This design comes from an exercise in tuning for small area, a short achievable clock period and few clock cycles per item on the open sky130 flow, not from production work.
Where RTL was checked, it was by simulation tests only, not by an equivalence proof against the original.

==> flow/design.v (excerpt) <==
module PixelSolverMultiCore (
  input               io_cmd_valid,
  output              io_cmd_ready,
  input      [27:0]   io_cmd_payload_x,
  input      [27:0]   io_cmd_payload_y,
  output              io_rsp_valid,
  input               io_rsp_ready,
  output     [5:0]    io_rsp_payload_iteration,
  input               clk,
  input               reset
);
  reg  [27:0] r0_x, r0_y, r0_x0, r0_y0;
  reg  [5:0]  r0_it;       
  reg         r0_lesc;     
  reg  [2:0] r0_seq;
  reg         r0_act;      
  reg  [55:0] r0_snap;
  reg  [2:1] act;        
  reg  [13:0] r0_bo, r0_bt;  
  reg  [13:0] r0_bn;         
  reg  [27:0] r0_xn;         
  reg         tk;          
  reg         wb_v;        
  reg  [2:0] wb_seq;      
  reg  [5:0]  wb_res;      
  reg  [5:0]  rob_d [0:7];
  reg  [7:0] rob_v;
  reg  [2:0] head, alloc;
  reg  [3:0] used;
  reg         o_v;
  reg  [5:0]  o_it;
  assign io_cmd_ready = tk;
  wire        acc = tk & io_cmd_valid;
  assign io_rsp_valid = o_v;
  assign io_rsp_payload_iteration = o_it;
  wire [5:0]  itc = r0_it + 6'd1;
  wire        inx = (r0_x[27:22] == 6'd0) | (r0_x[27:22] == 6'h3f);
  wire        iny = (r0_y[27:22] == 6'd0) | (r0_y[27:22] == 6'h3f);
  wire [3:0]  qx = r0_x[21:18] ^ {4{r0_x[27]}};
  wire [3:0]  qy = r0_y[21:18] ^ {4{r0_y[27]}};
  wire        big = inx & iny & (qx[3] | qy[3] | (qx[2] & qy[2] & ((~qx[1] & qy[1] & qy[0]) | (qx[1] & ~qx[0] & qy[1]) | (qx[1] & qx[0]))));
  wire        cyc = (itc > 6'd4) & ({r0_x, r0_y} == r0_snap);
  wire [55:0] snape = (itc[1:0] == 0) ? {r0_x, r0_y} : r0_snap;
  wire        live = r0_act & ~r0_lesc;
  ...
Size in the first run: about 1200 flip-flops, ~68 I/O pins, ~68000 µm² of cells after synthesis.
==> flow/config.mk <==
export PLATFORM = sky130hd
export DESIGN_NAME = PixelSolverMultiCore
export DESIGN_NICKNAME = PixelSolverMultiCore
export VERILOG_FILES = /design/flow/design.v
export SDC_FILE = /design/flow/constraint.sdc
export NUM_CORES = 8
export LEC_CHECK = 0
export CAP_MARGIN = 20
export CORE_MARGIN = 2
export CORE_UTILIZATION = 60
export CTS_BUF_LIST = sky130_fd_sc_hd__clkbuf_16
export CTS_CLUSTER_DIAMETER = 150
export CTS_CLUSTER_SIZE = 24
export SETUP_SLACK_MARGIN = 5
export SLEW_MARGIN = 20
export SYNTH_HIERARCHICAL = 1
==> flow/constraint.sdc <==
create_clock -name core_clock -period 10.0 [get_ports {clk}]
set_input_delay 2.0000 -clock core_clock [delete_from_list [all_inputs] [get_ports {clk}]]
set_output_delay 2.0000 -clock core_clock [all_outputs]
set_load 0.01 [all_outputs]
standard.sh (not shown) runs the stock make flow with config.mk's settings and CLKGATE_MAP_FILE= SYNTH_SCRIPT=/design/flow/synth_recipe.tcl, a recipe that flattens the netlist after the stock synthesis.
==> flow/flow/run.sh <==
#!/bin/bash
set -euo pipefail
MARGIN=${MARGIN:-7}
sed "s/SETUP_SLACK_MARGIN=[0-9.]*/SETUP_SLACK_MARGIN=$MARGIN/" standard.sh > standard_margin.sh
bash standard_margin.sh > standard.log 2>&1
Testbench counts at the start, summed over its fixed seeds: cycles 255,610, pixels 8,192.
Next try:
--- a/flow/design.v
+++ b/flow/design.v
@@ -7,53 +7,56 @@
   input               io_rsp_ready,
   output     [5:0]    io_rsp_payload_iteration,
   input               clk,
   input               reset
 );
   reg  [27:0] r0_x, r0_y, r0_x0, r0_y0;
   reg  [5:0]  r0_it;       
   reg         r0_lesc;     
   reg  [2:0] r0_seq;
   reg         r0_act;      
-  reg  [55:0] r0_snap;
+  reg  [44:0] r0_snap;
   reg  [2:1] act;        
   reg  [13:0] r0_bo, r0_bt;  
   reg  [13:0] r0_bn;         
   reg  [27:0] r0_xn;         
   reg         tk;          
   reg         wb_v;        
   reg  [2:0] wb_seq;      
   reg  [5:0]  wb_res;      
   reg  [5:0]  rob_d [0:7];
   reg  [7:0] rob_v;
   reg  [2:0] head, alloc;
   reg  [3:0] used;
   reg         o_v;
   reg  [5:0]  o_it;
-  assign io_cmd_ready = tk;
+  reg         tk_o;        
+  assign io_cmd_ready = tk_o;
   wire        acc = tk & io_cmd_valid;
   assign io_rsp_valid = o_v;
   assign io_rsp_payload_iteration = o_it;
   wire [5:0]  itc = r0_it + 6'd1;
   wire        inx = (r0_x[27:22] == 6'd0) | (r0_x[27:22] == 6'h3f);
   wire        iny = (r0_y[27:22] == 6'd0) | (r0_y[27:22] == 6'h3f);
   wire [3:0]  qx = r0_x[21:18] ^ {4{r0_x[27]}};
   wire [3:0]  qy = r0_y[21:18] ^ {4{r0_y[27]}};
   wire        big = inx & iny & (qx[3] | qy[3] | (qx[2] & qy[2] & ((~qx[1] & qy[1] & qy[0]) | (qx[1] & ~qx[0] & qy[1]) | (qx[1] & qx[0]))));
-  wire        cyc = (itc > 6'd4) & ({r0_x, r0_y} == r0_snap);
-  wire [55:0] snape = (itc[1:0] == 0) ? {r0_x, r0_y} : r0_snap;
+  wire        zsmall = (r0_x[27:21] == {7{r0_x[21]}}) & (r0_y[27:21] == {7{r0_y[21]}});
+  wire        cyc = (itc > 6'd4) & zsmall & r0_snap[44] & ({r0_x[21:0], r0_y[21:0]} == r0_snap[43:0]);
+  wire [44:0] snape = (itc[1:0] == 0) ? {zsmall, r0_x[21:0], r0_y[21:0]} : r0_snap;
   wire        live = r0_act & ~r0_lesc;
   wire        fe0 = live & (big | cyc | (itc == 6'd62));    
   wire        f620 = ~big & ~cyc;                           
   wire        fl0 = r0_act & r0_lesc;                       
-  wire        ld = ~o_v | io_rsp_ready;
-  wire        pop = ld & rob_v[head];
+  wire        pop = o_v & io_rsp_ready;
+  wire [2:0] head_n = head + {2'd0, pop};
+  wire        byp = wr & (wr_seq == head_n);
   wire        wr = wb_v | fl0;
   wire [2:0] wr_seq = wb_v ? wb_seq : r0_seq;
   wire [5:0]  wr_res = wb_v ? wb_res : r0_it;
   wire pp1;
   wire pp2;
   wire pp3;
   wire pp4;
   wire pp5;
   wire pp6;
   wire pp7;
@@ -3170,22 +3173,22 @@
   reg [2:0] p1_seq;
   reg [2:0] p2_seq;
   reg [0:0] p1_fe;
   reg [0:0] p2_fe;
   reg [0:0] p1_f62;
   reg [0:0] p2_f62;
   reg [0:0] p1_bg;
   reg [0:0] p2_bg;
   reg [0:0] p1_fl;
   reg [0:0] p2_fl;
-  reg [55:0] p1_snap;
-  reg [55:0] p2_snap;
+  reg [44:0] p1_snap;
+  reg [44:0] p2_snap;
   reg q1_r0_y0_0;
   reg q2_q1_r0_y0_0;
   assign pp1 = ~(r0_x[0] & r0_x[1]);
   assign pp2 = ~(r0_x[0] & r0_x[2]);
   assign pp3 = ~(r0_x[0] & r0_x[3]);
   assign pp4 = ~(r0_x[0] & r0_x[4]);
   assign pp5 = ~(r0_x[0] & r0_x[5]);
   assign pp6 = ~(r0_x[0] & r0_x[6]);
   assign pp7 = ~(r0_x[0] & r0_x[7]);
   assign pp8 = ~(r0_x[0] & r0_x[8]);
@@ -6358,34 +6361,36 @@
       r0_x0 <= p2_x0;
       r0_y0 <= p2_y0;
       r0_it <= it_l;
       r0_lesc <= esc_l;
       r0_seq <= p2_seq;
     end
     r0_snap <= p2_snap;
     wb_seq <= p2_seq;
     wb_res <= (bg_l | (f62_l & esc_l)) ? it_l : 6'd63;
     if (wr) rob_d[wr_seq] <= wr_res;
-    if (ld) o_it <= rob_d[head];
-    tk <= free_n & room;
-    o_v <= ~reset & (ld ? rob_v[head] : o_v);
+    o_it <= byp ? wr_res : rob_d[head_n];
+    tk_o <= ~reset & free_n & room;
+    o_v <= ~reset & (byp | rob_v[head_n]);
   end
   always @(posedge clk or posedge reset) begin
     if (reset) begin
+      tk <= 1'b0;
       r0_act <= 1'b0;
       act <= 2'd0;
       wb_v <= 1'b0;
       rob_v <= 8'd0;
       head <= 3'd0;
       alloc <= 3'd0;
       used <= 4'd0;
     end else begin
+      tk <= free_n & room;
       r0_act <= acc | cont_l;
       act <= {act[1:1], r0_act};
       wb_v <= act[2] & fe_l;
       if (acc) alloc <= alloc + 1'b1;
       used <= used + {3'd0, acc} - {3'd0, pop};
       if (pop) head <= head + 1'b1;
       rob_v <= (rob_v & ~({7'd0, pop} << head)) | ({7'd0, wr} << wr_seq);
     end
   end
 endmodule
What happened: Non-clock buffer count goes up by 13; critical path depth goes up by 3; wire length goes up by 0.73%; synthesized cell count hardly moves; final area barely changes; count of clock-buffer cells in the layout goes down by 2; maximum frequency goes down by 21%; area after synthesis goes down by 0.60%; hold slack improved by 0.0074 ns; worst setup slack got worse by 0.86 ns; die area goes down by about 0.6%.
Function not checked in the second run of this note: the RTL went through the layout flow alone.

[port drivers added, routing unchanged]
In the flow no input, the clock included, has a driving cell. The finished layouts below were timed again as built, in two steps.
Step 1 (the two cells are an assumption about what drives the block):
set clk [get_ports {clk}]
set_driving_cell -lib_cell sky130_fd_sc_hd__clkbuf_16 $clk
set_driving_cell -lib_cell sky130_fd_sc_hd__buf_2 [delete_from_list [all_inputs] $clk]
Step 2, shift: input delay + t, output delay - t, t = (earliest + latest rising clock arrival at the registers) / 2. This alone moves slack from input paths to output paths.
Three values: no drivers, after step 1, after step 2; two values: the first two.
| run | t, ns | slack for setup (ns) | hold slack, ns |
|---|---|---|---|
| the first run | 0.798 | 6.737 / 6.659 / 6.260 | 0.315 / 0.315 / 0.315 |
| the second run | 0.789 | 5.880 / 5.799 / 6.380 | 0.322 / 0.322 / 0.322 |
After both steps setup and hold are still met in every run listed. For the first run, which loses most, drivers alone change the setup slack by -0.078 ns; drivers and shift together by -0.477 ns.
